Context: an optimization exercise on an open-source flow, tuned for small area, a short achievable clock period and few clock cycles per item. The choices shown serve that exercise and are no tape-out recipe.
RTL that was checked went through simulation tests only; none was proved equivalent to the original.
Function not checked in runs 1 to 4 and 6: the RTL went through the layout flow alone.
Power and IR drop assume default switching activity.

`config.mk`:
```
export PLATFORM = sky130hd
export DESIGN_NAME = cache_controller
export DESIGN_NICKNAME = cache_controller
export VERILOG_FILES = /design/flow/design.v
export SDC_FILE = /design/flow/constraint.sdc
export NUM_CORES = 4
export LEC_CHECK = 0
export CAP_MARGIN = 20
export CORE_MARGIN = 2
export CORE_UTILIZATION = 55
export CTS_CLUSTER_DIAMETER = 80
export CTS_CLUSTER_SIZE = 25
export PLACE_DENSITY = 0.7
export SETUP_SLACK_MARGIN = 4.0
export SLEW_MARGIN = 20
```
`standard.sh`:
```
#!/bin/bash
# synth_recipe.tcl (not shown) runs the flow's synth.tcl, then flattens the netlist and writes it again
# the make line also repeats each setting of config.mk as NAME=value (left out here)
make -C /OpenROAD-flow-scripts/flow DESIGN_CONFIG=/design/flow/config.mk WORK_HOME=/design/flow/orfs CLKGATE_MAP_FILE= SYNTH_SCRIPT=/design/flow/synth_recipe.tcl "${@:-finish}"
```
`flow/run.sh`:
```
#!/bin/bash
# The standard layout, with plain buffers on the ports instead of the
# delay cells buffer_ports picks by default. make's output goes to
# make_finish.log; each ORFS step logs under orfs/logs/.
set -euo pipefail
bash standard.sh \
    BUFFER_PORTS_ARGS="-buffer_cell sky130_fd_sc_hd__buf_2" \
    finish > make_finish.log 2>&1
```
`constraint.sdc`:
```
create_clock -name core_clock -period 6.5 [get_ports {clock}]
set_input_delay 1.3000 -clock core_clock [delete_from_list [all_inputs] [get_ports {clock}]]
set_output_delay 1.3000 -clock core_clock [all_outputs]
set_load 0.01 [all_outputs]
```
`design.v`:
```
`timescale 1ns/100ps
module cache_controller(
    input [31:0] current_instruction,
    input clock,
    input reset,
    input [127:0] inst_readdata,
    input inst_BUSY,
    output reg inst_read,
    output [31:0] output_instr,
    output reg [5:0] inst_address,
    output reg BUSY
);
    reg         cache_VALID [7:0];
    reg [2:0]   cache_TAG   [7:0];
    reg [127:0] ring        [7:0];
    reg  [2:0]  ptr;             
    reg         pend;            
    reg  [2:0]  pend_line;       
    reg         idle_rd;         
    reg         done;            
    reg         waiting;         
    reg [3:0]   word_rd;         
    reg [31:0]  out_q;
    wire [9:0] address = current_instruction[9:0];
    wire [2:0] index   = address[6:4];
    wire       fetch   = |current_instruction;
    wire       HIT     = cache_VALID[index] && (cache_TAG[index] == address[9:7]);
    wire       ready   = idle_rd && !done && !waiting;
    wire       enter0 = pend && (pend_line == 3'd7 - ptr);
    wire       enter4 = pend && (pend_line == 3'd3 - ptr);
    wire       enter   = enter0 || enter4;
    wire       go      = !pend || enter || (pend_line == index);
    wire miss   = ready && fetch && !HIT;
    wire read_d = idle_rd ? ((miss || waiting) && go) : inst_BUSY;
    wire wait_d = (miss || waiting) && !go;
    wire done_d = idle_rd ? (ready && fetch && HIT) : !inst_BUSY;
    wire last   = !idle_rd && !inst_BUSY;    
    wire pend_d = last || (pend && !enter && !read_d);
    wire       pend_hit = pend && (pend_line == index);
    reg [31:0] out_d;
    integer s, w;
    always @(*) begin
        out_d = 32'd0;
        for (s = 0; s < 8; s = s + 1)
            for (w = 0; w < 4; w = w + 1)
                out_d = out_d | ({32{idle_rd && !(pend && pend_line == s[2:0] - ptr)
                                     && index == s[2:0] - ptr && address[3:2] == w}}
                                 & ring[s][32*w +: 32]);
        for (w = 0; w < 4; w = w + 1)
            out_d = out_d | ({32{word_rd[w] || (idle_rd && pend_hit && address[3:2] == w)}}
                             & inst_readdata[32*w +: 32]);
    end
    integer i;
    always @(posedge clock or posedge reset) begin
        if (reset) begin
            idle_rd   <= 1'b1;
            done      <= 1'b0;
            waiting   <= 1'b0;
            inst_read <= 1'b0;
            ptr       <= 3'd0;
            pend      <= 1'b0;
        end else begin
            idle_rd   <= !read_d;
            done      <= done_d;
            waiting   <= wait_d;
            inst_read <= read_d;
            ptr       <= ptr + 3'd1;
            pend      <= pend_d;
        end
    end
    always @(posedge clock) begin
        for (i = 0; i < 4; i = i + 1)
            word_rd[i] <= read_d && address[3:2] == i;
        BUSY         <= !done_d;
        inst_address <= address[9:4];
        out_q        <= out_d;
        if (last)
            pend_line <= index;
    end
    assign output_instr = out_q;
    always @(posedge clock or posedge reset) begin
        if (reset) begin
            for (i = 0; i < 8; i = i + 1)
                cache_VALID[i] <= 1'b0;
        end else if (last) begin
            cache_VALID[index] <= 1'b1;
        end
    end
    always @(posedge clock) begin
        if (last)
            cache_TAG[index] <= address[9:7];
    end
    always @(posedge clock) begin
        ring[0] <= enter0 ? inst_readdata : ring[7];
        ring[4] <= enter4 ? inst_readdata : ring[3];
        for (i = 1; i < 8; i = i + 1)
            if (i != 4) ring[i] <= ring[i-1];
    end
endmodule
```
==> results of run 1 <==
cells in the mapped netlist (all sizes together), types with 38 or more instances:
cell	n
a22oi	263
nor4	38
nand2	848
a221oi	65
nor2	55
nand4	48
clkbuf	154
nor3	44
dfxtp	1067
nand3	44
a22o	87
buf	38
routing by layer:
metal,up-vias,part of all wire,track usage
met5,-,0.0010,0.00618
met4,16,0.091,0.301
met3,966,0.16,0.161
met2,2964,0.41,0.638
met1,14621,0.34,0.540
li1,12199,-,-
sequential cells by signal (all words and copies together), names as in the netlist:
register,flops
BUSY,1
cache_TAG,24
cache_VALID,8
done,1
idle_rd,1
inst_address,6
inst_read,1
out_q,32
pend,1
pend_line,3
ptr,3
ring,1024
waiting,1
word_rd,4
where the power goes:
group	switching (mW)	total [mW]	internal (mW)	leakage (nW)
logic	1.78	3.10	1.32	8.48
registers	1.94	11.6	9.66	9.39
clock network	2.18	3.70	1.51	0.702
what timing repair did:
item	in CTS	in global routing
setup endpoints to repair	252	170
buffers inserted	227	72
gates cloned	19	5
pin swaps	137	116
resized for setup	347	152
cell type report:
class,instances,area [um^2]
Antenna cell,1,2.50
Inverter,14,78.8
Timing Repair Buffer,609,6200
Sequential cell,1110,22600
Timing Repair inverter,1,16.3
Clock inverter,6,66.3
Fill cell,4176,17700
Multi-Input combinational cell,1853,12700
Clock buffer,59,1370
Tap cell,837,1050
cells by family after synthesis:
family,synth area share
fa+ha+maj,0.000729
compound gates,0.139
mux,0.0199
xor+xnor,0.00879
buf+inv,0.0235
flops,0.658
simple gates,0.151
critical path, delay by kind of cell (launching register included):
family                   cells  cell delay (ps)
AND/OR/NAND/NOR              3             1120
flip-flops                   1              430
AO/OA/AOI/OAI                3              660
XOR/XNOR                     1              370
buffers and inverters        3              520
adder cells (fa/ha/maj)      1              200
metrics by stage:
stage	instances	power, mW	hold WS, ps	utilization	instance area (um^2)
4_1_cts	4412	17.7	343	0.690	42600
5_1_grt	4489	18.8	352	0.713	44000
6_report	4490	18.4	346	0.713	44000
3_5_place_dp	4101	13.7	335	0.599	37000
3_3_place_gp	4099	13.6	330	0.599	37000
2_1_floorplan	3169	12.2	323	-	35000
worst max-delay path by stage:
stage,end,slack [ps],depth (start not counted),startpoint
finish,out_q[18]$_DFF_P_,3150,11,ptr[1]$_DFF_PP0_
floorplan,out_q[22]$_DFF_P_,3130,9,current_instruction[5]
global route,out_q[18]$_DFF_P_,3190,11,ptr[1]$_DFF_PP0_
CTS,out_q[21]$_DFF_P_,3510,11,current_instruction[6]
global placement,out_q[10]$_DFF_P_,1480,9,current_instruction[3]
detailed placement,out_q[10]$_DFF_P_,1360,9,current_instruction[3]
==> run_results.csv, run 1 <==
group,metric,value,unit
routing,via_count,30766,
routing,drc,0,
sta,worstMarginPinSlew,1060,ps
routing,dr.pass1.iters,8,
routing,ant_nets,0,
final_layout,final_common_cell,"dfxtp_1",
critical_path,crit_path_end_kind,"flip-flop",
synth,async_reset_ff_frac,0.0144,
synth,synth_edf_count,27,
die,pin_count,203,
die,rows,91,
job,drv_cap,0,
global_routing,grt_max_degree,69,
clock_tree,cts_hold_buf,0,
critical_path,critPathArrivalTime,3980,ps
synth,synth_top_cell_by_area,"dfxtp_1",
synth,synth_seq_cells,1110,
place,numPortBuffers,202,
sta,fin_setup_tns,0,ps
synth,synth-main-ff-cell,"dfxtp_1",
routing,drt-total-wl,150000,um
hold_path,hp-start,"ring[6][69]$_DFF_P_",
sta,rsz0062_at_grt,"true",
sta,slew_violations,0,
critical_path,crit_required,7130,ps
clock_tree,cts.sinks,1110,
critical_path,crit_type,"flip-flop to flip-flop",
routing,drt_iter0_markers,5274,
global_routing,grt_pass1_wl,202000,um
synth,syn_inst,3169,
synth,synth.area.top_cells,"dfxtp_1, nand2_1, a22oi_1",
synth,yosysTopAreaCellShare,0.622,
synth,syn-num-nets,3334,
final_layout,final_cell_mix,"dfxtp_1, nand2_1, a22oi_1, buf_4, buf_2",
critical_path,ff2ff_path_depth,11,
die,dieHeight,254,um
routing,vias_per_cell,6.85,
critical_path,cpMostUsedCell,"buf_4",
power_and_ir_drop,p_leak,18.6,nW
critical_path,cp_slowest_cell,"nor2_4",
final_layout,syn2layout_area_growth,28.3,%
routing,wl_per_cell,33.5,um
hold_path,hold-path-endpoint,"ring[7][69]$_DFF_P_",
critical_path,r2r-end,"out_q[18]$_DFF_P_",
die,design.core.area,61700,um^2
sta,hold_violations,0,
hold_path,min-delay-path-class,"flip-flop to flip-flop",
synth,yosysSeqAreaShare,0.658,
clock_tree,cts_buffers,51,
synth,syn_area_per_cell,10.8,um^2
critical_path,rrSetupSlack,3150,ps
synth,syn_area,34300,um^2
critical_path,cp_max_fo,7,
clock_tree,cts_tree,"done",
place,dp_hpwl,78200,um
clock_tree,h-tree-depth,2,
sta,finalCritPeriodShare,0.515,
final_layout,drive_above_1_share,0.260,
die,start_util,0.556,
sta,finalSetupViolCount,0,
clock_tree,clockBufferDepth,3,
sta,maxSlewHeadroom,0.295,
power_and_ir_drop,ir_drop,0.295,mV
sta,skew,41.1,ps
global_routing,grt_pass1_vias,29409,
global_routing,antenna_found_initial,8,
global_routing,grt_usage,0.438,
clock_tree,worst_skew_pair.late_latency,690,ps
place,place_ws,1360,ps
critical_path,reg2reg_from,"ptr[1]$_DFF_PP0_",
die,die_area,64400,um^2
hold_path,whs_path_depth,0,
power_and_ir_drop,power_density,418,nW/um^2
sta,setup_ws,3150,ps
synth,yosysWarningCount,3,
final_layout,nets,3805,
place,place.gp.congestion,0.952,
critical_path,max_stage_delay,490,ps
clock_tree,cts-root-buf,"clkbuf_16",
sta,final.min_clock_period,3350,ps
die,die_w,254,um
sta,max_freq,298,MHz
run_status,status,"timing/DRC/antenna clean",
synth,synthDistinctLibCells,79,
critical_path,cp-start-kind,"flip-flop",
clock_tree,cts.reportedPaths.clkPinSlew,110,ps
critical_path,worstPathCellList,"buf_8, ha_4, xor3_2, o41ai_2, buf_4, or3_4, buf_4, nor2_4, a22oi_1, o2111ai_2, or4_1",
global_routing,gr-total-overflow,0,
==> run 2: changes to the inputs <==
--- a/design.v
+++ b/design.v
@@ -13,7 +13,7 @@
     reg         cache_VALID [7:0];
     reg [2:0]   cache_TAG   [7:0];
     reg [127:0] ring        [7:0];
-    reg  [2:0]  ptr;             
+    reg  [2:0]  label       [7:0];   
     reg         pend;            
     reg  [2:0]  pend_line;       
     reg         idle_rd;         
@@ -26,8 +26,8 @@
     wire       fetch   = |current_instruction;
     wire       HIT     = cache_VALID[index] && (cache_TAG[index] == address[9:7]);
     wire       ready   = idle_rd && !done && !waiting;
-    wire       enter0 = pend && (pend_line == 3'd7 - ptr);
-    wire       enter4 = pend && (pend_line == 3'd3 - ptr);
+    wire       enter0 = pend && (pend_line == label[7]);
+    wire       enter4 = pend && (pend_line == label[3]);
     wire       enter   = enter0 || enter4;
     wire       go      = !pend || enter || (pend_line == index);
     wire miss   = ready && fetch && !HIT;
@@ -43,8 +43,8 @@
         out_d = 32'd0;
         for (s = 0; s < 8; s = s + 1)
             for (w = 0; w < 4; w = w + 1)
-                out_d = out_d | ({32{idle_rd && !(pend && pend_line == s[2:0] - ptr)
-                                     && index == s[2:0] - ptr && address[3:2] == w}}
+                out_d = out_d | ({32{idle_rd && !(pend && pend_line == label[s])
+                                     && index == label[s] && address[3:2] == w}}
                                  & ring[s][32*w +: 32]);
         for (w = 0; w < 4; w = w + 1)
             out_d = out_d | ({32{word_rd[w] || (idle_rd && pend_hit && address[3:2] == w)}}
@@ -57,14 +57,17 @@
             done      <= 1'b0;
             waiting   <= 1'b0;
             inst_read <= 1'b0;
-            ptr       <= 3'd0;
+            for (i = 0; i < 8; i = i + 1)
+                label[i] <= i;
             pend      <= 1'b0;
         end else begin
             idle_rd   <= !read_d;
             done      <= done_d;
             waiting   <= wait_d;
             inst_read <= read_d;
-            ptr       <= ptr + 3'd1;
+            label[0]  <= label[7];
+            for (i = 1; i < 8; i = i + 1)
+                label[i] <= label[i-1];
             pend      <= pend_d;
         end
     end
==> run 2 against run 1 <==
Clock skew down 20 ps. Wire length down 18%. Maximum frequency up 4.8%. Via count down 14%. Highest routed layer is now met4. Count of clock-buffer cells in the layout down 2. Clock power down 3%. Die area down 2.0%. Cell count down 14%. Critical path type is now input pin to flip-flop. Power down 6.5%. Global-route usage down 6.2 points. First-iteration DRC count down 17%. Register-to-register slack better by 210 ps.
==> run_results.csv, run 2 <==
group,metric,value,unit
routing,vias_per_cell,6.83,
power_and_ir_drop,swShare,0.294,
clock_tree,clockBufferDepth,3,
clock_tree,cts_buffers,51,
global_routing,antenna_found_initial,3,
final_layout,largest_register_ffs,1024,
routing,met2_length,52200,um
sta,final.min_clock_period,3200,ps
sta,maxSlewHeadroom,0.275,
place,placed_area,35800,um^2
synth,syn-num-nets,2914,
die,dieHeight,251,um
routing,drc,0,
die,start_util,0.557,
synth,synth_xor_area_frac,0.0109,
critical_path,worstPathCellList,"buf_16, xor2_4, nor4b_4, buf_4, buf_4, buf_6, buf_4, nor2_4, buf_12, a22oi_1, and3_1, nand4_1, or4_1",
job,drv_cap,0,
final_layout,regMostFlops,"ring",
critical_path,cpMostUsedCell,"buf_4",
place,dp_hpwl,67200,um
sta,fin_setup_tns,0,ps
critical_path,critPathArrivalTime,3720,ps
sta,finalCritPeriodShare,0.492,
synth,post-synth-top-count-cell,"dfxtp_1",
synth,yosysSeqAreaShare,0.688,
critical_path,cp-start-kind,"input pin",
die,design.core.area,60400,um^2
sta,slew_violations,0,
global_routing,grt_usage,0.376,
global_routing,gr-total-overflow,0,
clock_tree,worst_skew_pair.late_latency,660,ps
final_layout,largestRegisters,"ring x1024, out_q x32",
critical_path,cp_slowest_cell,"or4_1",
final_layout,stdcell_area,40100,um^2
final_layout,final_cell_count_no_fill,3871,
place,numPortBuffers,202,
clock_tree,cts_tree,"done",
sta,hold_violations,0,
final_layout,final_cell_mix,"dfxtp_1, nand2_1, a22oi_1, buf_2, buf_4",
synth,syn_area_per_cell,12.2,um^2
synth,synth_top_cell_by_area,"dfxtp_1",
synth,syn_area,33600,um^2
global_routing,grt_pass1_vias,26109,
synth,async_reset_ff_frac,0.0327,
final_layout,drive_above_1_share,0.258,
power_and_ir_drop,p_leak,16.6,nW
synth,synth-compound-area-share,0.139,
synth,synthDistinctLibCells,50,
power_and_ir_drop,p_comb_frac,0.122,
power_and_ir_drop,clockPowerShare,0.209,
final_layout,syn2layout_area_growth,19.3,%
synth,synthMuxAreaShare,0.0464,
die,rows,90,
power_and_ir_drop,switchingPower,5.06,mW
routing,dr.pass1.iters,7,
critical_path,crit_path_end_kind,"flip-flop",
sta,hold_slack,346,ps
sta,finalSetupViolCount,0,
clock_tree,cts-root-buf,"clkbuf_16",
global_routing,grt_pass1_wl,174000,um
power_and_ir_drop,power_frac_seq,0.668,
synth,yosysWarningCount,4,
hold_path,min-delay-path-class,"flip-flop to flip-flop",
clock_tree,cts.reportedPaths.clkPinSlew,100,ps
run_status,status,"timing/DRC/antenna clean",
synth,synth_seq_cells,1131,
routing,wl_per_cell,31.7,um
sta,rsz0062_at_grt,"true",
place,place.gp.congestion,0.928,
routing,drt_iter0_markers,4397,
die,pin_count,203,
die,die_w,251,um
critical_path,cp_max_fo,11,
routing,wl_met3,16700,um
sta,max_freq,313,MHz
power_and_ir_drop,power_density,429,nW/um^2
critical_path,crit_type,"input pin to flip-flop",
sta,skew,21.0,ps
synth,syn_inst,2751,
synth,synth_top_family_by_area,"compound AO/OA/AOI/OAI gates",
power_and_ir_drop,ir_drop,0.256,mV
routing,ant_nets,0,
final_layout,nets,3241,
critical_path,max_stage_delay,460,ps
synth,yosysTopAreaCellShare,0.636,
synth,synth-main-ff-cell,"dfxtp_1",
power_and_ir_drop,intPower,12.2,mW
synth,synth_edf_count,27,
die,die_area,63100,um^2
routing,wl_met1,45600,um
synth,ys_top_cells_by_count,"dfxtp_1, nand2_1, a22oi_1",
synth,synth.area.top_cells,"dfxtp_1, a22oi_1, nand2_1",
routing,via_count,26434,
clock_tree,h-tree-depth,2,
sta,worstMarginPinSlew,1090,ps
routing,drt-total-wl,123000,um
place,dpl.cell_count,3642,
critical_path,crit_required,7020,ps
routing,highest_layer,"met4",
synth,yosys.area_share.simple,0.0951,
clock_tree,cts.sinks,1131,
global_routing,grt_max_degree,74,
final_layout,final_common_cell,"dfxtp_1",
synth,synthAdderAreaFrac,0,
run 2: changes by cell type in the layout (fill, tap and decap cells not counted), sizes merged, moves of 17 or more:
cell    previous run  this run
xnor2              8        39
nand4             48        75
mux2i             31         4
buf              592       426
a21oi             29         4
nor4              38         9
nand2            848       426
nor2              55        21
a221oi            65       114
a22o              87       104
mux2              25       135
nand3             44        61
run 2: worst paths after layout:
kind	start	endpoint	slack [ps]	cells after the start
min in group asynchronous	reset	label[0][1]$_DFF_PP0_	730	3
worst min-delay path	ring[1][2]$_DFF_P_	ring[2][2]$_DFF_P_	350	0
worst max register to register	pend_line[2]$_DFFE_PP_	out_q[0]$_DFF_P_	3360	13
worst min register to register	ring[1][2]$_DFF_P_	ring[2][2]$_DFF_P_	350	0
max in group asynchronous	reset	label[3][0]$_DFF_PP1_	5400	3
worst max-delay path	current_instruction[4]	out_q[0]$_DFF_P_	3300	13
run 2: stage by stage:
| stage | utilization | setup slack (ps) | power [mW] |
|---|---|---|---|
| after detailed placement | 0.592 | 1890 | 13.2 |
| after floorplan | - | 3090 | 11.9 |
| final | 0.664 | 3300 | 17.2 |
| after global routing | 0.664 | 3260 | 17.7 |
| after global placement | 0.592 | 1970 | 13.1 |
| after CTS | 0.657 | 3500 | 16.9 |
run 2: power groups by stage:
| stage | clock, mW | combinational, mW | sequential (mW) |
|---|---|---|---|
| after detailed placement | 0 | 1.77 | 11.4 |
| after global placement | 0 | 1.72 | 11.3 |
| after global routing | 3.82 | 2.22 | 11.7 |
| after floorplan | 0 | 1.14 | 10.8 |
| final | 3.60 | 2.11 | 11.5 |
| after CTS | 3.58 | 1.99 | 11.3 |
run 2: kinds of logic after synthesis:
group	Yosys count
flip-flops	1131
AND/OR/NAND/NOR	699
AO/OA/AOI/OAI	566
buffers and inverters	174
multiplexers	139
XOR/XNOR	42
run 2: timing repair:
action,in CTS,in global routing
setup buffers,120,20
hold buffers,0,0
gates cloned,24,1
pin swaps,77,32
endpoints found under the hold margin,0,0
endpoints found under the setup margin,224,173
resized for setup,212,56
run 2: per-layer routing:
metal	up-vias	track usage
met5	-	0
li1	10738	-
met3	537	0.0996
met4	0	0.213
met2	2349	0.560
met1	12810	0.499
run 2: layout make-up:
cell class	instances	area, um^2
tap	782	978
clock inverter	5	53.8
clock buffer	57	1320
antenna	2	5.00
sequential	1131	23100
inverter	7	26.3
fill	4332	20300
timing repair buffer	437	3790
multi-input combinational	1450	10800
run 2: worst max-delay path, delay by kind of cell:
kind / cells / cell delay [ps]
buffers and inverters: 6 / 820
xor gates and xnor gates: 1 / 160
AOI/OAI and AO/OA: 1 / 200
and+or+nand+nor: 5 / 1220
==> run 3: changes to the inputs <==
--- a/design.v
+++ b/design.v
@@ -13,7 +13,7 @@
     reg         cache_VALID [7:0];
     reg [2:0]   cache_TAG   [7:0];
     reg [127:0] ring        [7:0];
-    reg  [2:0]  label       [7:0];   
+    reg [2:0]   label       [7:0];   
     reg         pend;            
     reg  [2:0]  pend_line;       
     reg         idle_rd;         
@@ -26,8 +26,8 @@
     wire       fetch   = |current_instruction;
     wire       HIT     = cache_VALID[index] && (cache_TAG[index] == address[9:7]);
     wire       ready   = idle_rd && !done && !waiting;
-    wire       enter0 = pend && (pend_line == label[7]);
-    wire       enter4 = pend && (pend_line == label[3]);
+    wire       enter0  = pend && (pend_line == label[7]);
+    wire       enter4  = pend && (pend_line == label[3]);
     wire       enter   = enter0 || enter4;
     wire       go      = !pend || enter || (pend_line == index);
     wire miss   = ready && fetch && !HIT;
@@ -36,19 +36,33 @@
     wire done_d = idle_rd ? (ready && fetch && HIT) : !inst_BUSY;
     wire last   = !idle_rd && !inst_BUSY;    
     wire pend_d = last || (pend && !enter && !read_d);
-    wire       pend_hit = pend && (pend_line == index);
+    wire [23:0] labels;
+    wire [8:0]  slot_ok;
+    wire [31:0] sel;
+    wire [3:0]  fsel;
+    genvar g;
+    generate
+        for (g = 0; g < 8; g = g + 1) begin : g_slot
+            assign labels[3*g +: 3] = label[g];
+            assign slot_ok[g] = idle_rd && !(pend && pend_line == label[g]);
+        end
+    endgenerate
+    assign slot_ok[8] = idle_rd && pend;
+    cache_word_select u_select (
+        .index(index), .word(address[3:2]),
+        .labels({pend_line, labels}), .slot_ok(slot_ok),
+        .sel({fsel, sel})
+    );
+    wire [3:0] rsel = word_rd | fsel;
     reg [31:0] out_d;
     integer s, w;
     always @(*) begin
         out_d = 32'd0;
         for (s = 0; s < 8; s = s + 1)
             for (w = 0; w < 4; w = w + 1)
-                out_d = out_d | ({32{idle_rd && !(pend && pend_line == label[s])
-                                     && index == label[s] && address[3:2] == w}}
-                                 & ring[s][32*w +: 32]);
+                out_d = out_d | ({32{sel[4*s+w]}} & ring[s][32*w +: 32]);
         for (w = 0; w < 4; w = w + 1)
-            out_d = out_d | ({32{word_rd[w] || (idle_rd && pend_hit && address[3:2] == w)}}
-                             & inst_readdata[32*w +: 32]);
+            out_d = out_d | ({32{rsel[w]}} & inst_readdata[32*w +: 32]);
     end
     integer i;
     always @(posedge clock or posedge reset) begin
@@ -57,18 +71,18 @@
             done      <= 1'b0;
             waiting   <= 1'b0;
             inst_read <= 1'b0;
+            pend      <= 1'b0;
             for (i = 0; i < 8; i = i + 1)
                 label[i] <= i;
-            pend      <= 1'b0;
         end else begin
             idle_rd   <= !read_d;
             done      <= done_d;
             waiting   <= wait_d;
             inst_read <= read_d;
+            pend      <= pend_d;
             label[0]  <= label[7];
             for (i = 1; i < 8; i = i + 1)
                 label[i] <= label[i-1];
-            pend      <= pend_d;
         end
     end
     always @(posedge clock) begin
@@ -100,3 +114,20 @@
             if (i != 4) ring[i] <= ring[i-1];
     end
 endmodule
+module cache_word_select (
+    input  [2:0]  index,
+    input  [1:0]  word,
+    input  [26:0] labels,
+    input  [8:0]  slot_ok,
+    output [35:0] sel
+);
+    genvar s, w;
+    generate
+        for (s = 0; s < 9; s = s + 1) begin : g_s
+            wire hit = slot_ok[s] && index == labels[3*s +: 3];
+            for (w = 0; w < 4; w = w + 1) begin : g_w
+                assign sel[4*s+w] = hit && word == w;
+            end
+        end
+    endgenerate
+endmodule
--- a/config.mk
+++ b/config.mk
@@ -13,3 +13,5 @@
 export PLACE_DENSITY = 0.7
 export SETUP_SLACK_MARGIN = 4.0
 export SLEW_MARGIN = 20
+export SYNTH_HIERARCHICAL = 1
+export SYNTH_MINIMUM_KEEP_SIZE = 0
==> run 3 against run 2 <==
Still clean. Cell count down 5.8%. Power down 0.27%. Synthesized cell count down 7.0%. Worst hold slack better by 1.5 ps. Sequential power about the same. Maximum frequency up 12%. Wire length down 0.25%. Sequential share of layout area down 1.8 points. Combinational power up 8%. Core utilization up 0.98 points. Clock skew down 2.0 ps. Critical path type is now flip-flop to flip-flop. Critical endpoint is now out_q[1]$_DFF_P_. Largest cell class unchanged.
==> run_results.csv, run 3 <==
group,metric,value,unit
critical_path,worstPathCellList,"buf_4, buf_6, xnor2_1, a41oi_2, or3b_2, nor4_4, buf_4, buf_16, a22oi_1, nand4_1, nor4_2, nand3_1",
die,pin_count,203,
critical_path,crit_required,7020,ps
final_layout,final_common_cell,"dfxtp_1",
critical_path,cp_max_fo,16,
routing,ant_nets,0,
synth,syn-num-nets,2722,
sta,hold_violations,0,
critical_path,crit_path_end_kind,"flip-flop",
global_routing,grt_max_degree,83,
die,die_area,63800,um^2
clock_tree,h-tree-depth,2,
synth,synth_top_cell_by_area,"dfxtp_1",
sta,skew,19.0,ps
clock_tree,worst_skew_pair.late_latency,650,ps
final_layout,largestRegisters,"ring x1024, out_q x32",
clock_tree,cts-root-buf,"clkbuf_16",
synth,yosysTopAreaCellShare,0.628,
sta,finalCritPeriodShare,0.439,
power_and_ir_drop,p_comb_frac,0.132,
place,place.gp.congestion,0.870,
final_layout,final_cell_mix,"dfxtp_1, a22oi_1, mux2_2, buf_2, nand4_1",
global_routing,antenna_found_initial,10,
synth,synth_edf_count,27,
run_status,status,"timing/DRC/antenna clean",
synth,ys_top_cells_by_count,"dfxtp_1, a22oi_1, mux2_2",
final_layout,largest_register_ffs,1024,
global_routing,grt_pass1_wl,171000,um
clock_tree,cts_buffers,52,
clock_tree,cts_tree,"done",
die,design.core.area,61400,um^2
clock_tree,clockBufferDepth,3,
power_and_ir_drop,power,17.2,mW
final_layout,stdcell_area,41400,um^2
synth,async_reset_ff_frac,0.0327,
routing,drc,0,
job,drv_cap,0,
routing,drt_iter0_markers,3556,
synth,post-synth-top-count-cell,"dfxtp_1",
place,placed_area,36900,um^2
routing,wl_per_cell,33.6,um
sta,rsz0062_at_grt,"true",
routing,drt-total-wl,123000,um
final_layout,drive_above_1_share,0.342,
synth,syn_area,34000,um^2
die,start_util,0.554,
power_and_ir_drop,p_leak,15.9,nW
power_and_ir_drop,clockPowerShare,0.215,
synth,yosysWarningCount,10,
clock_tree,cts.reportedPaths.clkPinSlew,100,ps
synth,synth_seq_cells,1131,
critical_path,cp-start-kind,"flip-flop",
power_and_ir_drop,power_frac_seq,0.653,
sta,slew_violations,0,
final_layout,regMostFlops,"ring",
final_layout,syn2layout_area_growth,21.6,%
synth,synthDistinctLibCells,48,
power_and_ir_drop,switchingPower,4.95,mW
sta,maxSlewHeadroom,0.470,
clock_tree,cts.sinks,1131,
synth,syn_inst,2559,
critical_path,max_stage_delay,440,ps
sta,fin_setup_tns,0,ps
routing,vias_per_cell,6.84,
routing,via_count,24952,
sta,finalSetupViolCount,0,
sta,hold_slack,347,ps
die,rows,91,
sta,max_freq,350,MHz
power_and_ir_drop,swShare,0.288,
power_and_ir_drop,intPower,12.2,mW
critical_path,cpMostUsedCell,"buf_4",
place,numPortBuffers,202,
critical_path,cp_slowest_cell,"edfxtp_1",
die,dieHeight,253,um
sta,worstMarginPinSlew,789,ps
synth,yosysSeqAreaShare,0.680,
sta,final.min_clock_period,2850,ps
final_layout,nets,3003,
power_and_ir_drop,power_density,415,nW/um^2
hold_path,min-delay-path-class,"flip-flop to flip-flop",
critical_path,crit_type,"flip-flop to flip-flop",
routing,dr.pass1.iters,8,
synth,synth-main-ff-cell,"dfxtp_1",
place,dp_hpwl,59200,um
global_routing,grt_pass1_vias,24778,
synth,synth.area.top_cells,"dfxtp_1, a22oi_1, mux2_2",
global_routing,gr-total-overflow,0,
die,die_w,253,um
global_routing,grt_usage,0.371,
power_and_ir_drop,ir_drop,0.270,mV
critical_path,critPathArrivalTime,3370,ps
synth,syn_area_per_cell,13.3,um^2
[run 3: worst max-delay path, delay by kind of cell (launching register included)]
family	cells	cell delay, ps
XOR/XNOR	1	200
AND/OR/NAND/NOR	5	1000
flip-flops	1	440
buffers and inverters	4	700
AO/OA/AOI/OAI	2	400
[run 3: timing repair]
item / CTS / global route
pin swaps: 83 / 28
gates resized for setup: 235 / 60
cloned: 30 / 4
setup endpoints to repair: 332 / 125
buffers inserted: 77 / 25
hold buffers: 0 / 0
[run 3: Yosys stat by module, one instance, submodules excluded]
module | flip-flops and latches | cells | cell area, um^2 | copies in the design
cache_controller | 1131 | 2451 | 33200 | 1
cache_word_select | 0 | 108 | 833 | 1
[run 3: cell type report]
cell class	count	area, um^2
fillers	4174	20000
well taps	790	988
inverters	5	18.8
repair buffers	382	3600
multi-input cells	1268	12200
clock buffers	57	1340
clock inverters	6	96.3
flip-flops and latches	1131	23100
diodes	7	17.5
[run 3: through the flow]
stage,util,setup slack (ps),cells
2_1_floorplan,-,3660,2559
3_3_place_gp,0.601,2300,3439
3_5_place_dp,0.601,2310,3440
4_1_cts,0.664,3890,3610
5_1_grt,0.674,3590,3639
6_report,0.674,3650,3646
[run 3: cells by family (layout without fill, tap and decap cells)]
| family | Yosys count | after routing | synth area share |
|---|---|---|---|
| mux | 269 | 269 | 0.0891 |
| buf+inv | 164 | 450 | 0.0209 |
| simple gates | 330 | 334 | 0.0605 |
| xor+xnor | 57 | 57 | 0.0147 |
| flops | 1131 | 1131 | 0.680 |
| other cells | 0 | 7 | 0 |
| compound gates | 608 | 608 | 0.135 |
[run 3: power by group through the flow]
stage / sequential [mW] / combinational, mW / clock (mW)
2_1_floorplan: 10.6 / 1.23 / 0
3_3_place_gp: 11.1 / 1.79 / 0
3_5_place_dp: 11.1 / 1.83 / 0
4_1_cts: 11.1 / 2.14 / 3.67
5_1_grt: 11.4 / 2.37 / 3.91
6_report: 11.2 / 2.27 / 3.69
[run 3: final timing paths]
| kind | start | end | slack, ps | depth (start not counted) |
|---|---|---|---|---|
| setup / recovery | pend_line[2]$_DFFE_PP_ | out_q[1]$_DFF_P_ | 3650 | 12 |
| hold / removal | ring[2][64]$_DFF_P_ | ring[3][64]$_DFF_P_ | 350 | 0 |
| setup reg to reg | pend_line[2]$_DFFE_PP_ | out_q[1]$_DFF_P_ | 3650 | 12 |
| hold reg to reg | ring[2][64]$_DFF_P_ | ring[3][64]$_DFF_P_ | 350 | 0 |
| max in group asynchronous | reset | label[5][0]$_DFF_PP1_ | 5370 | 3 |
| min in group asynchronous | reset | inst_read$_DFF_PP0_ | 760 | 3 |
[run 3: metal layers]
metal	track usage	share of wire	vias to the layer above
met5	0	0.00073	-
met4	0.191	0.059	14
met3	0.104	0.12	470
met2	0.564	0.44	1820
met1	0.485	0.38	12410
li1	-	-	10238
==> run 4: changes to the inputs <==
--- a/design.v
+++ b/design.v
@@ -20,6 +20,7 @@
     reg         done;            
     reg         waiting;         
     reg [3:0]   word_rd;         
+    reg [8:0]   slot_ok;         
     reg [31:0]  out_q;
     wire [9:0] address = current_instruction[9:0];
     wire [2:0] index   = address[6:4];
@@ -36,20 +37,19 @@
     wire done_d = idle_rd ? (ready && fetch && HIT) : !inst_BUSY;
     wire last   = !idle_rd && !inst_BUSY;    
     wire pend_d = last || (pend && !enter && !read_d);
+    wire       pend_x    = last || (pend && !enter);
+    wire [2:0] pend_next = last ? index : pend_line;
     wire [23:0] labels;
-    wire [8:0]  slot_ok;
     wire [31:0] sel;
     wire [3:0]  fsel;
     genvar g;
     generate
         for (g = 0; g < 8; g = g + 1) begin : g_slot
             assign labels[3*g +: 3] = label[g];
-            assign slot_ok[g] = idle_rd && !(pend && pend_line == label[g]);
         end
     endgenerate
-    assign slot_ok[8] = idle_rd && pend;
     cache_word_select u_select (
-        .index(index), .word(address[3:2]),
+        .index(index), .word(address[3:2]), .enable(idle_rd),
         .labels({pend_line, labels}), .slot_ok(slot_ok),
         .sel({fsel, sel})
     );
@@ -72,6 +72,7 @@
             waiting   <= 1'b0;
             inst_read <= 1'b0;
             pend      <= 1'b0;
+            slot_ok   <= 9'h0ff;
             for (i = 0; i < 8; i = i + 1)
                 label[i] <= i;
         end else begin
@@ -80,6 +81,10 @@
             waiting   <= wait_d;
             inst_read <= read_d;
             pend      <= pend_d;
+            slot_ok[0] <= !(pend_x && pend_next == label[7]);
+            for (i = 1; i < 8; i = i + 1)
+                slot_ok[i] <= !(pend_x && pend_next == label[i-1]);
+            slot_ok[8] <= pend_x;
             label[0]  <= label[7];
             for (i = 1; i < 8; i = i + 1)
                 label[i] <= label[i-1];
@@ -117,17 +122,30 @@
 module cache_word_select (
     input  [2:0]  index,
     input  [1:0]  word,
+    input         enable,
     input  [26:0] labels,
     input  [8:0]  slot_ok,
     output [35:0] sel
 );
+    wire [3:0] pq;
+    wire [8:0] hit;
+    sel_dec2 u_pq (.a(word), .en(enable), .y(pq));
     genvar s, w;
     generate
         for (s = 0; s < 9; s = s + 1) begin : g_s
-            wire hit = slot_ok[s] && index == labels[3*s +: 3];
+            sel_match u_match (.a(index), .b(labels[3*s +: 3]), .en(slot_ok[s]), .y(hit[s]));
             for (w = 0; w < 4; w = w + 1) begin : g_w
-                assign sel[4*s+w] = hit && word == w;
+                sel_and2 u_and (.a(hit[s]), .b(pq[w]), .y(sel[4*s+w]));
             end
         end
     endgenerate
 endmodule
+module sel_dec2 (input [1:0] a, input en, output [3:0] y);
+    assign y = {4{en}} & {a[1] & a[0], a[1] & !a[0], !a[1] & a[0], !a[1] & !a[0]};
+endmodule
+module sel_match (input [2:0] a, input [2:0] b, input en, output y);
+    assign y = en && a == b;
+endmodule
+module sel_and2 (input a, input b, output y);
+    assign y = a & b;
+endmodule
==> run 4 against run 3 <==
Worst hold slack lost 12 ps. Sequential power grew 12%. Critical path type is now input pin to flip-flop. Power increased by 6.2%. Die area down 0.27%. Critical endpoint is now out_q[0]$_DFF_P_. Cell count is 4.8% lower. Via count shrank 8.5%. Register-to-register slack better by 30 ps. Global-route usage is 3.6 points lower. Count of clock-buffer cells in the layout unchanged. Highest routed layer is now met4. Synthesized cell count is 1.1% lower. Wire length decreased by 11%. Non-clock buffer count is 159 lower.
==> run_results.csv, run 4 <==
group,metric,value,unit
global_routing,grt_pass1_wl,156000,um
job,drv_cap,0,
sta,skew,25.1,ps
clock_tree,cts_buffers,51,
critical_path,r2r-end,"out_q[0]$_DFF_P_",
synth,syn_inst,2531,
sta,finalSetupViolCount,0,
sta,slew_violations,0,
sta,max_freq,331,MHz
place,dpl.cell_count,3382,
critical_path,cp.buffers_inverters,1,
routing,ant_nets,0,
routing,via_count,22828,
critical_path,reg2reg_from,"idle_rd$_DFF_PP1_",
critical_path,critPathArrivalTime,3590,ps
critical_path,cp_slowest_cell,"and2_4",
synth,yosysWarningCount,10,
synth,synthDistinctLibCells,53,
critical_path,crit_required,7070,ps
clock_tree,clockBufferDepth,3,
critical_path,critPathCapture,"out_q[0]$_DFF_P_",
hold_path,min-delay-path-class,"flip-flop to flip-flop",
final_layout,final_cell_mix,"dfxtp_1, a22oi_1, mux2_2, a22oi_2, buf_2",
die,rows,91,
final_layout,final_util,0.625,
routing,drt_iter0_markers,2733,
routing,wl_per_cell,31.3,um
critical_path,crit_type,"input pin to flip-flop",
global_routing,grt_max_degree,117,
die,start_util,0.552,
place,place.gp.congestion,0.880,
place,numPortBuffers,202,
final_layout,regArea,23300,um^2
die,dieHeight,252,um
global_routing,antenna_found_initial,2,
synth,syn-num-nets,2694,
synth,synth.area.top_cells,"dfxtp_1, a22oi_1, mux2_2",
synth,yosysTopAreaCellShare,0.632,
sta,rsz0062_at_grt,"true",
clock_tree,worst_skew_pair.late_latency,650,ps
synth,synth_top_cell_by_area,"dfxtp_1",
power_and_ir_drop,p_leak,14.8,nW
critical_path,cp_max_fo,32,
critical_path,path_depth,7,
routing,drt-total-wl,109000,um
sta,finalCritPeriodShare,0.465,
final_layout,final_cell_count_no_fill,3470,
critical_path,ff2ff_path_depth,6,
final_layout,largest_register_ffs,1024,
die,pin_count,203,
synth,yosysSeqAreaShare,0.688,
sta,worstMarginPinSlew,978,ps
routing,vias_per_cell,6.58,
synth,syn_area_per_cell,13.4,um^2
synth,ys_top_cells_by_count,"dfxtp_1, a22oi_1, mux2_2",
power_and_ir_drop,power_density,475,nW/um^2
routing,dr.pass1.iters,6,
die,design.core.area,61400,um^2
sta,maxSlewHeadroom,0.348,
clock_tree,cts.reportedPaths.clkPinSlew,100,ps
critical_path,crit_path_end_kind,"flip-flop",
final_layout,nets,2833,
sta,final.min_clock_period,3030,ps
final_layout,regMostFlops,"ring",
synth,async_reset_ff_frac,0.0404,
synth,synth_edf_count,24,
synth,synth-main-ff-cell,"dfxtp_1",
critical_path,worstPathCellList,"buf_2, and3b_1, and2_4, a22oi_1, nand4_1, nor4_1, nand3_1",
power_and_ir_drop,ir_drop,0.263,mV
global_routing,grt_usage,0.335,
clock_tree,cts_hold_buf,0,
sta,hold_violations,0,
sta,fin_setup_tns,0,ps
critical_path,crit_family,"simple AND/OR/NAND/NOR gates",
die,die_area,63700,um^2
clock_tree,cts-root-buf,"clkbuf_16",
clock_tree,cts.sinks,1140,
final_layout,drive_above_1_share,0.307,
final_layout,fillers,4651,
synth,synth_seq_cells,1140,
critical_path,crit_start,"current_instruction[2]",
routing,drc,0,
global_routing,gr-total-overflow,0,
clock_tree,cts_tree,"done",
die,die_w,252,um
synth,syn_area,33900,um^2
final_layout,largestRegisters,"ring x1024, out_q x32",
global_routing,grt_pass1_vias,23526,
final_layout,multi_input_area,11400,um^2
final_layout,final_common_cell,"dfxtp_1",
critical_path,rrSetupSlack,3680,ps
final_layout,syn2layout_area_growth,13.2,%
run_status,status,"timing/DRC/antenna clean",
clock_tree,h-tree-depth,2,
critical_path,max_stage_delay,860,ps
synth,post-synth-top-count-cell,"dfxtp_1",
place,dp_hpwl,57000,um
critical_path,cp-start-kind,"input pin",
## run 4: cell types whose count changed after synthesis, sizes merged, moves of 9 or more
cell / delta
and2: +36
nor4: -36
buf: -35
clkbuf: +22
nand3b: -17
nand3: -12
and4: +10
or3b: -9
xnor2: +9
## run 4: cells by family after synthesis
kind of cell,share of synthesized area
buffers and inverters,0.0174
AO/OA/AOI/OAI,0.133
multiplexers,0.0901
flip-flops,0.688
XOR/XNOR,0.0160
AND/OR/NAND/NOR,0.0560
## run 4: worst min path at each step
stage                               startpoint              endpoint  slack [ps]  cells after the start
after floorplan           ring[0][126]$_DFF_P_  ring[1][126]$_DFF_P_         330                      0
after global placement     ring[0][98]$_DFF_P_   ring[1][98]$_DFF_P_         330                      0
after detailed placement   ring[1][30]$_DFF_P_   ring[2][30]$_DFF_P_         340                      0
after CTS                  ring[4][32]$_DFF_P_   ring[5][32]$_DFF_P_         340                      0
after global routing       ring[4][32]$_DFF_P_   ring[5][32]$_DFF_P_         350                      0
final                      ring[4][32]$_DFF_P_   ring[5][32]$_DFF_P_         340                      0
## run 4: what timing repair did
| action | in CTS | in global routing |
|---|---|---|
| resized for setup | 25 | 18 |
| endpoints found under the setup margin | 127 | 154 |
| pin swaps | 8 | 5 |
| setup buffers | 7 | 8 |
| gates cloned | 9 | 1 |
| hold endpoints to repair | 0 | 0 |
## run 4: metrics by stage
| stage | hold slack (ps) | area [um^2] | power (mW) | setup slack, ps |
|---|---|---|---|---|
| 2_1_floorplan | 331 | 36400 | 13.2 | 3570 |
| 3_3_place_gp | 332 | 36600 | 14.5 | 2730 |
| 3_5_place_dp | 336 | 36600 | 14.5 | 2600 |
| 4_1_cts | 345 | 38200 | 18.1 | 3630 |
| 5_1_grt | 354 | 38400 | 18.9 | 3500 |
| 6_report | 335 | 38400 | 18.2 | 3470 |
## run 4: per-layer routing
layer,global-route usage,routed length [um]
met2,0.518,47700
met5,0,0
met4,0.143,5210
met1,0.454,43700
met3,0.0764,12000
## run 4: modules after synthesis (local to each module, per instance), a selection
module            area [um^2]  flip-flops and latches  times used
cache_controller        33300                    1140           1
sel_dec2                 37.5                       0           1
sel_match                35.0                       0           9
sel_and2                 6.26                       0          36
## run 4: power by group
| group | switching, mW | leakage (nW) | internal [mW] |
|---|---|---|---|
| Combinational | 1.12 | 4.50 | 1.09 |
| Sequential | 2.12 | 9.69 | 10.4 |
| Clock | 2.12 | 0.658 | 1.43 |
## run 4: final cells by class
type | count | area share
inverters | 7 | 0.000685
multi-input cells | 1247 | 0.296
clock inverters | 5 | 0.00104
flip-flops and latches | 1140 | 0.608
well taps | 790 | 0.0258
repair buffers | 223 | 0.0346
diodes | 1 | 0.0000652
clock buffers | 57 | 0.0338
## run 4: worst reg2reg max path, cell delays in order (launching register included)
cell     delay (ps)
dfstp_2         650
and3b_1         620
and2_4          870
a22oi_1         270
nand4_1         160
nor4_1           70
nand3_1         100
==> run 5: changes to the inputs <==
--- a/design.v
+++ b/design.v
@@ -40,29 +40,34 @@
     wire       pend_x    = last || (pend && !enter);
     wire [2:0] pend_next = last ? index : pend_line;
     wire [23:0] labels;
-    wire [31:0] sel;
-    wire [3:0]  fsel;
     genvar g;
     generate
         for (g = 0; g < 8; g = g + 1) begin : g_slot
             assign labels[3*g +: 3] = label[g];
         end
     endgenerate
-    cache_word_select u_select (
-        .index(index), .word(address[3:2]), .enable(idle_rd),
-        .labels({pend_line, labels}), .slot_ok(slot_ok),
-        .sel({fsel, sel})
-    );
-    wire [3:0] rsel = word_rd | fsel;
+    wire [35:0] sel_g [3:0];
+    genvar q;
+    generate
+        for (q = 0; q < 4; q = q + 1) begin : g_sel
+            cache_word_select u_select (
+                .index(index), .word(address[3:2]), .enable(idle_rd),
+                .labels({pend_line, labels}), .slot_ok(slot_ok),
+                .sel(sel_g[q])
+            );
+        end
+    endgenerate
     reg [31:0] out_d;
-    integer s, w;
+    integer s, w, b;
     always @(*) begin
         out_d = 32'd0;
-        for (s = 0; s < 8; s = s + 1)
+        for (b = 0; b < 32; b = b + 1) begin
+            for (s = 0; s < 8; s = s + 1)
+                for (w = 0; w < 4; w = w + 1)
+                    out_d[b] = out_d[b] | (sel_g[b/8][4*s+w] & ring[s][32*w+b]);
             for (w = 0; w < 4; w = w + 1)
-                out_d = out_d | ({32{sel[4*s+w]}} & ring[s][32*w +: 32]);
-        for (w = 0; w < 4; w = w + 1)
-            out_d = out_d | ({32{rsel[w]}} & inst_readdata[32*w +: 32]);
+                out_d[b] = out_d[b] | ((word_rd[w] | sel_g[b/8][32+w]) & inst_readdata[32*w+b]);
+        end
     end
     integer i;
     always @(posedge clock or posedge reset) begin
==> run 5 against run 4 <==
Largest power group unchanged. Core utilization grew 1.9 points. Clock power grew 3%. Wire length grew 4.4%.
==> run_results.csv, run 5 <==
group,metric,value,unit
run_status,status,"timing/DRC/antenna clean",
sta,final.min_clock_period,2580,ps
synth,synth-main-ff-cell,"dfxtp_1",
routing,via_count,24858,
global_routing,antenna_found_initial,0,
clock_tree,cts.sinks,1140,
sta,slew_violations,0,
die,dieHeight,259,um
place,numPortBuffers,202,
final_layout,syn2layout_area_growth,16.0,%
sta,skew,17.3,ps
clock_tree,h-tree-depth,2,
clock_tree,cts_hold_buf,0,
routing,ant_nets,0,
sta,max_freq,388,MHz
critical_path,ff2ff_path_depth,5,
clock_tree,clockBufferDepth,3,
synth,yosysSeqAreaShare,0.651,
job,drv_cap,0,
synth,syn_area,35800,um^2
clock_tree,cts_buffers,52,
routing,wl_met1,45700,um
sta,rsz0062_at_grt,"true",
routing,drt-total-wl,113000,um
synth,synthDistinctLibCells,43,
place,place.gp.congestion,0.976,
power_and_ir_drop,power_density,437,nW/um^2
global_routing,grt_pass1_wl,164000,um
final_layout,final_cell_mix,"dfxtp_1, a22oi_1, a22oi_2, mux2_2, buf_2",
final_layout,fillers,4827,
clock_tree,cts-root-buf,"clkbuf_16",
hold_path,min-delay-path-class,"flip-flop to flip-flop",
clock_tree,cts.reportedPaths.clkPinSlew,100,ps
die,pin_count,203,
clock_tree,worst_skew_pair.late_latency,650,ps
routing,wl_met3,11600,um
routing,highest_layer,"met4",
synth,syn_area_per_cell,12.8,um^2
die,design.core.area,64500,um^2
sta,finalCritPeriodShare,0.396,
critical_path,crit_required,7010,ps
synth,syn_inst,2800,
synth,syn-num-nets,2963,
synth,post-synth-top-count-cell,"dfxtp_1",
global_routing,grt_usage,0.326,
final_layout,regMostFlops,"ring",
synth,synth_seq_cells,1140,
final_layout,regArea,23300,um^2
die,die_area,67200,um^2
final_layout,drive_above_1_share,0.379,
sta,finalSetupViolCount,0,
die,die_w,259,um
synth,yosysWarningCount,13,
routing,vias_per_cell,6.54,
final_layout,final_common_cell,"dfxtp_1",
routing,met2_length,50500,um
routing,drc,0,
sta,hold_violations,0,
synth,yosysTopAreaCellShare,0.598,
sta,worstMarginPinSlew,782,ps
critical_path,reg2reg_from,"label[7][1]$_DFF_PP1_",
final_layout,multi_input_area,13800,um^2
routing,wl_per_cell,29.8,um
hold_path,hold-path-endpoint,"ring[2][65]$_DFF_P_",
critical_path,r2r-end,"ring[0][113]$_DFF_P_",
critical_path,crit_path_end_kind,"flip-flop",
sta,hold_slack,349,ps
die,start_util,0.556,
clock_tree,cts_tree,"done",
synth,synth.area.top_cells,"dfxtp_1, a22oi_1, mux2_2",
final_layout,largest_register_ffs,1024,
die,rows,93,
final_layout,largestRegisters,"ring x1024, out_q x32",
critical_path,critPathArrivalTime,3080,ps
critical_path,rrSetupSlack,4070,ps
global_routing,gr-total-overflow,0,
place,dp_hpwl,72000,um
final_layout,nets,3098,
power_and_ir_drop,p_leak,16.0,nW
synth,async_reset_ff_frac,0.0404,
routing,dr.pass1.iters,9,
hold_path,hp-start,"ring[1][65]$_DFF_P_",
hold_path,whs_path_depth,0,
final_layout,antenna_cells,0,
critical_path,crit_type,"input pin to flip-flop",
sta,fin_setup_tns,0,ps
synth,synth_edf_count,24,
synth,ys_top_cells_by_count,"dfxtp_1, a22oi_1, mux2_2",
sta,maxSlewHeadroom,0.479,
global_routing,grt_pass1_vias,25321,
critical_path,cp-start-kind,"input pin",
synth,synth_top_cell_by_area,"dfxtp_1",
critical_path,cp_max_fo,8,
power_and_ir_drop,ir_drop,0.268,mV
final_layout,final_util,0.645,
global_routing,grt_max_degree,62,
routing,drt_iter0_markers,2495,
==> run 5: changes by cell type in the layout (fill, tap and decap cells not counted), sizes merged, moves of 3 or more <==
cell    previous run  this run
and2              43       145
xnor2             28       108
buf              222       253
and4              10        36
or2               15        27
and3b              2         8
clkbuf            57        63
mux2i              7         3
a211oi             0         3
a21oi              3         0
mux2             259       262
nor3b              3         6
==> run 5: logic make-up (layout without fill, tap and decap cells) <==
logic type	count (synthesis)	after routing	synth area share
AOI/OAI and AO/OA	591	591	0.125
xor gates and xnor gates	144	144	0.0352
buffers and inverters	185	332	0.0201
DFF	1140	1140	0.651
muxes	269	269	0.0857
and+or+nand+nor	471	471	0.0834
==> run 5: worst max-delay path by stage <==
stage	endpoint	start	cells after the start
2_1_floorplan	pend$_DFF_PP0_	current_instruction[5]	7
3_3_place_gp	out_q[14]$_DFF_P_	current_instruction[5]	9
3_5_place_dp	out_q[14]$_DFF_P_	current_instruction[5]	9
4_1_cts	out_q[21]$_DFF_P_	current_instruction[4]	11
5_1_grt	out_q[16]$_DFF_P_	current_instruction[4]	11
6_report	out_q[21]$_DFF_P_	current_instruction[4]	11
==> run 5: through the flow <==
step | cells | worst slack (ps) | power (mW) | instance area, um^2
6_report | 3802 | 3920 | 18.1 | 41600
2_1_floorplan | 2800 | 3600 | 12.8 | 38100
3_5_place_dp | 3689 | 2210 | 14.2 | 38400
5_1_grt | 3802 | 3860 | 18.7 | 41600
4_1_cts | 3776 | 3950 | 17.9 | 40900
3_3_place_gp | 3689 | 2250 | 14.1 | 38400
==> run 5: critical path, stage by stage <==
cell and delay (ps):
buf_16 120, buf_12 120, buf_12 140, buf_6 120, xnor2_1 120, and4_4 170, and2_4 210, a22oi_2 180
nand4_1 120, nor4_2 360, nand3_1 120
==> run 5: per-module statistics from Yosys (local to each module, per instance), a selection <==
module,cell area (um^2),times used,cells inside
cache_controller,33500,1,2496
sel_and2,6.26,144,1
sel_dec2,37.5,4,4
sel_match,35.0,36,4
==> run 5: power breakdown <==
group	leakage, nW	switching [mW]	internal, mW
registers	9.68	2.15	9.93
clock network	0.692	2.13	1.51
logic	5.58	1.18	1.25
==> run 5: what timing repair did <==
| item | in CTS | in global routing |
|---|---|---|
| setup endpoints to repair | 296 | 128 |
| gates resized for setup | 340 | 124 |
| buffers inserted | 14 | 24 |
| pin swaps | 28 | 63 |
| cloned | 7 | 2 |
==> run 5: area by class of cell <==
class,instances,area share
clock inverter,5,0.000933
timing repair buffer,258,0.0453
multi-input combinational,1475,0.333
sequential,1140,0.561
clock buffer,61,0.0331
tap,855,0.0257
inverter,8,0.000783
==> run 5: per-layer routing <==
metal,vias up,track usage
li1,10610,-
met1,12195,0.431
met2,1629,0.510
met3,424,0.0842
met4,0,0.139
met5,-,0.00285
Testbench counts of run 5, summed over its fixed seeds: cycles 16,889, requests 6,400.
==> run 6: changes to the inputs <==
--- a/design.v
+++ b/design.v
@@ -46,13 +46,17 @@
             assign labels[3*g +: 3] = label[g];
         end
     endgenerate
+    wire [8:0]  hit;
     wire [35:0] sel_g [3:0];
+    cache_slot_match u_match (
+        .index(index), .labels({pend_line, labels}), .slot_ok(slot_ok),
+        .hit(hit)
+    );
     genvar q;
     generate
         for (q = 0; q < 4; q = q + 1) begin : g_sel
             cache_word_select u_select (
-                .index(index), .word(address[3:2]), .enable(idle_rd),
-                .labels({pend_line, labels}), .slot_ok(slot_ok),
+                .hit(hit), .word(address[3:2]), .enable(idle_rd),
                 .sel(sel_g[q])
             );
         end
@@ -75,7 +79,6 @@
             idle_rd   <= 1'b1;
             done      <= 1'b0;
             waiting   <= 1'b0;
-            inst_read <= 1'b0;
             pend      <= 1'b0;
             slot_ok   <= 9'h0ff;
             for (i = 0; i < 8; i = i + 1)
@@ -84,7 +87,6 @@
             idle_rd   <= !read_d;
             done      <= done_d;
             waiting   <= wait_d;
-            inst_read <= read_d;
             pend      <= pend_d;
             slot_ok[0] <= !(pend_x && pend_next == label[7]);
             for (i = 1; i < 8; i = i + 1)
@@ -96,6 +98,7 @@
         end
     end
     always @(posedge clock) begin
+        inst_read    <= read_d;
         for (i = 0; i < 4; i = i + 1)
             word_rd[i] <= read_d && address[3:2] == i;
         BUSY         <= !done_d;
@@ -124,21 +127,30 @@
             if (i != 4) ring[i] <= ring[i-1];
     end
 endmodule
+module cache_slot_match (
+    input  [2:0]  index,
+    input  [26:0] labels,
+    input  [8:0]  slot_ok,
+    output [8:0]  hit
+);
+    genvar s;
+    generate
+        for (s = 0; s < 9; s = s + 1) begin : g_s
+            sel_match u_match (.a(index), .b(labels[3*s +: 3]), .en(slot_ok[s]), .y(hit[s]));
+        end
+    endgenerate
+endmodule
 module cache_word_select (
-    input  [2:0]  index,
+    input  [8:0]  hit,
     input  [1:0]  word,
     input         enable,
-    input  [26:0] labels,
-    input  [8:0]  slot_ok,
     output [35:0] sel
 );
     wire [3:0] pq;
-    wire [8:0] hit;
     sel_dec2 u_pq (.a(word), .en(enable), .y(pq));
     genvar s, w;
     generate
         for (s = 0; s < 9; s = s + 1) begin : g_s
-            sel_match u_match (.a(index), .b(labels[3*s +: 3]), .en(slot_ok[s]), .y(hit[s]));
             for (w = 0; w < 4; w = w + 1) begin : g_w
                 sel_and2 u_and (.a(hit[s]), .b(pq[w]), .y(sel[4*s+w]));
             end
--- a/config.mk
+++ b/config.mk
@@ -11,7 +11,7 @@
 export CTS_CLUSTER_DIAMETER = 80
 export CTS_CLUSTER_SIZE = 25
 export PLACE_DENSITY = 0.7
-export SETUP_SLACK_MARGIN = 4.0
+export SETUP_SLACK_MARGIN = 4.15
 export SLEW_MARGIN = 20
 export SYNTH_HIERARCHICAL = 1
 export SYNTH_MINIMUM_KEEP_SIZE = 0
==> run 6 against run 5 <==
Still clean on timing, DRC and antenna. Synthesized cell count is 3.9% lower. Synthesized area is 2.7% lower. Critical path depth is 1 lower. Via count is 3.9% lower. Worst hold slack worse by 5.5 ps. First-iteration DRC count is 7.7% lower. Die area is 2.6% lower. Core utilization is 1.3 points higher. Maximum frequency is 2.2% higher. Global-route usage is 0.10 points higher. Register-to-register slack better by 50 ps. Critical path type unchanged.
==> run_results.csv, run 6 <==
group,metric,value,unit
run_status,status,"timing/DRC/antenna clean",
final_layout,nets,3011,
clock_tree,cts-root-buf,"clkbuf_16",
power_and_ir_drop,ir_drop,0.337,mV
routing,wl_met1,45800,um
synth,synth.area.top_cells,"dfxtp_1, a22oi_1, mux2_2",
synth,ys_top_cells_by_count,"dfxtp_1, a22oi_1, mux2_2",
synth,synth_top_cell_by_area,"dfxtp_1",
die,die_area,65400,um^2
critical_path,cp-start-kind,"input pin",
hold_path,min-delay-path-class,"flip-flop to flip-flop",
critical_path,ff2ff_path_depth,5,
global_routing,antenna_found_initial,1,
routing,wl_met3,9840,um
synth,syn-num-nets,2855,
critical_path,rrSetupSlack,4120,ps
die,pin_count,203,
sta,slew_violations,0,
critical_path,reg2reg_from,"idle_rd$_DFF_PP1_",
synth,yosysSeqAreaShare,0.669,
clock_tree,cts.reportedPaths.clkPinSlew,100,ps
final_layout,largestRegisters,"ring x1024, out_q x32",
hold_path,whs_path_depth,0,
synth,post-synth-top-count-cell,"dfxtp_1",
job,drv_cap,0,
hold_path,hold-path-endpoint,"ring[2][101]$_DFF_P_",
die,start_util,0.555,
sta,final.min_clock_period,2520,ps
final_layout,drive_above_1_share,0.422,
routing,drc,0,
final_layout,antenna_cells,0,
synth,yosysWarningCount,13,
routing,drt-total-wl,111000,um
synth,async_reset_ff_frac,0.0395,
final_layout,final_util,0.658,
die,design.core.area,62900,um^2
global_routing,grt_usage,0.327,
final_layout,final_cell_count_no_fill,3706,
synth,synth_edf_count,24,
sta,finalSetupViolCount,0,
final_layout,final_cell_mix,"dfxtp_1, a22oi_2, a22oi_1, mux2_2, buf_2",
sta,finalCritPeriodShare,0.388,
final_layout,syn2layout_area_growth,18.6,%
clock_tree,clockBufferDepth,3,
clock_tree,h-tree-depth,2,
die,dieHeight,256,um
die,die_w,256,um
critical_path,max_stage_delay,420,ps
routing,highest_layer,"met5",
global_routing,grt_max_degree,71,
final_layout,regMostFlops,"ring",
sta,hold_violations,0,
final_layout,final_common_cell,"dfxtp_1",
synth,yosysTopAreaCellShare,0.615,
routing,dr.pass1.iters,5,
synth,syn_inst,2692,
global_routing,grt_pass1_wl,160000,um
critical_path,cp_slowest_cell,"and4_4",
die,rows,92,
place,dp_hpwl,67300,um
place,numPortBuffers,202,
synth,syn_area,34900,um^2
routing,wl_per_cell,30.0,um
routing,met2_length,50500,um
critical_path,worstPathCellList,"buf_12, xnor2_1, and4_4, and2_4, buf_6, buf_4, a22oi_2, nand4_1, nor4_2, nand3_1",
final_layout,fillers,4643,
global_routing,gr-total-overflow,0,
power_and_ir_drop,p_leak,15.9,nW
critical_path,cp_max_fo,21,
synth,synth-main-ff-cell,"dfxtp_1",
sta,fin_setup_tns,0,ps
sta,skew,20.4,ps
sta,max_freq,397,MHz
critical_path,crit_type,"input pin to flip-flop",
synth,synthDistinctLibCells,43,
synth,syn_area_per_cell,13.0,um^2
final_layout,largest_register_ffs,1024,
synth,synth_seq_cells,1140,
clock_tree,worst_skew_pair.late_latency,640,ps
routing,ant_nets,0,
global_routing,grt_pass1_vias,24384,
sta,worstMarginPinSlew,616,ps
clock_tree,cts_tree,"done",
place,place.gp.congestion,0.935,
clock_tree,cts.sinks,1140,
routing,vias_per_cell,6.45,
sta,rsz0062_at_grt,"true",
critical_path,crit_path_end_kind,"flip-flop",
routing,via_count,23895,
critical_path,r2r-end,"out_q[6]$_DFF_P_",
critical_path,critPathArrivalTime,3100,ps
routing,drt_iter0_markers,2303,
critical_path,crit_required,7080,ps
sta,maxSlewHeadroom,0.588,
power_and_ir_drop,power_density,438,nW/um^2
clock_tree,cts_buffers,51,
place,dpl.cell_count,3568,
hold_path,hp-start,"ring[1][101]$_DFF_P_",
==> run 6: how the worst max path moves through the flow <==
stage | startpoint | to
4_1_cts | current_instruction[5] | word_rd[0]$_DFF_P_
3_5_place_dp | current_instruction[5] | out_q[30]$_DFF_P_
5_1_grt | current_instruction[5] | out_q[5]$_DFF_P_
6_report | current_instruction[6] | out_q[0]$_DFF_P_
2_1_floorplan | current_instruction[5] | pend$_DFF_PP0_
3_3_place_gp | current_instruction[5] | out_q[2]$_DFF_P_
==> run 6: worst max-delay path, delay by kind of cell <==
family	cells	cell delay, ps
AOI/OAI and AO/OA	1	60
xor gates and xnor gates	1	370
buffers and inverters	3	440
and+or+nand+nor	5	900
==> run 6: layout make-up <==
class / count / area (um^2) / share of cell area
Tap cell: 846 / 1060 / 0.0256
Sequential cell: 1140 / 23300 / 0.565
Clock inverter: 1 / 30.0 / 0.000726
Clock buffer: 64 / 1400 / 0.0338
Inverter: 8 / 30.0 / 0.000726
Multi-Input combinational cell: 1375 / 13400 / 0.325
Timing Repair Buffer: 272 / 2060 / 0.0497
==> run 6: per-stage QoR <==
stage | hold slack [ps] | instance area [um^2] | setup WS, ps | power [mW]
after global placement | 332 | 37700 | 2790 | 13.9
after global routing | 353 | 41400 | 3970 | 18.7
after CTS | 349 | 40400 | 4020 | 17.9
after detailed placement | 337 | 37700 | 2750 | 14.0
after floorplan | 331 | 37300 | 3600 | 12.7
final | 344 | 41400 | 3980 | 18.1
==> run 6: routing by layer <==
layer,GRT usage,vias up
met2,0.516,1383
li1,-,10282
met5,0,-
met3,0.0709,336
met4,0.144,2
met1,0.436,11892
==> run 6: power breakdown <==
part | total (mW) | leakage, nW | switching (mW) | internal [mW]
clock | 3.67 | 0.697 | 2.11 | 1.56
combinational | 2.52 | 5.55 | 1.22 | 1.30
sequential | 11.9 | 9.68 | 1.99 | 9.94
==> run 6: timing repair <==
| action | CTS | global route |
|---|---|---|
| resized for setup | 254 | 99 |
| cloned | 10 | 3 |
| hold buffers | 0 | 0 |
| setup buffers | 17 | 43 |
| pin swaps | 68 | 96 |
| endpoints found under the setup margin | 324 | 258 |
==> run 6: cell families after synthesis <==
group	after synthesis	share of synthesized area
AOI/OAI and AO/OA	591	0.128
xor gates and xnor gates	63	0.0158
buffers and inverters	185	0.0206
DFF	1140	0.669
muxes	269	0.0881
and+or+nand+nor	444	0.0789
==> run 6: per-module statistics from Yosys, one instance, submodules excluded, excerpt <==
| module | flip-flops and latches | times used |
|---|---|---|
| cache_controller | 1140 | 1 |
| sel_and2 | 0 | 144 |
| sel_dec2 | 0 | 4 |
| sel_match | 0 | 9 |

-- port drivers added, routing unchanged --
Ports are ideal in the flow. The routed layouts listed here were re-timed in OpenROAD. Step 1 sets driving cells, clkbuf_16 on the clock port and buf_2 on the other inputs (assumed; they add their load-dependent delay and slew). Step 2 adds t to the input delays and takes it off the output delays; t is the mean of the earliest and latest rising clock arrival at the registers after step 1. Input paths then give back, and output paths get back, about the clock's delay inside the block. a / b / c = ideal / step 1 / step 2; a / b = the first two.
| run | t, ns | setup slack, ns | worst setup path at the end |
|---|---|---|---|
| run 1 | 0.734 | 3.149 / 3.149 / 2.436 | input to register |
| run 2 | 0.714 | 3.302 / 3.274 / 2.560 | input to register |
| run 3 | 0.701 | 3.646 / 3.637 / 2.936 | input to register |
| run 4 | 0.701 | 3.475 / 3.512 / 2.811 | input to register |
| run 5 | 0.705 | 3.925 / 3.839 / 3.134 | input to register |
| run 6 | 0.702 | 3.980 / 3.856 / 3.155 | input to register |
After both steps setup and hold are still met in every run listed. For run 6, which loses most, drivers alone change the setup slack by -0.124 ns; drivers and shift together by -0.825 ns.
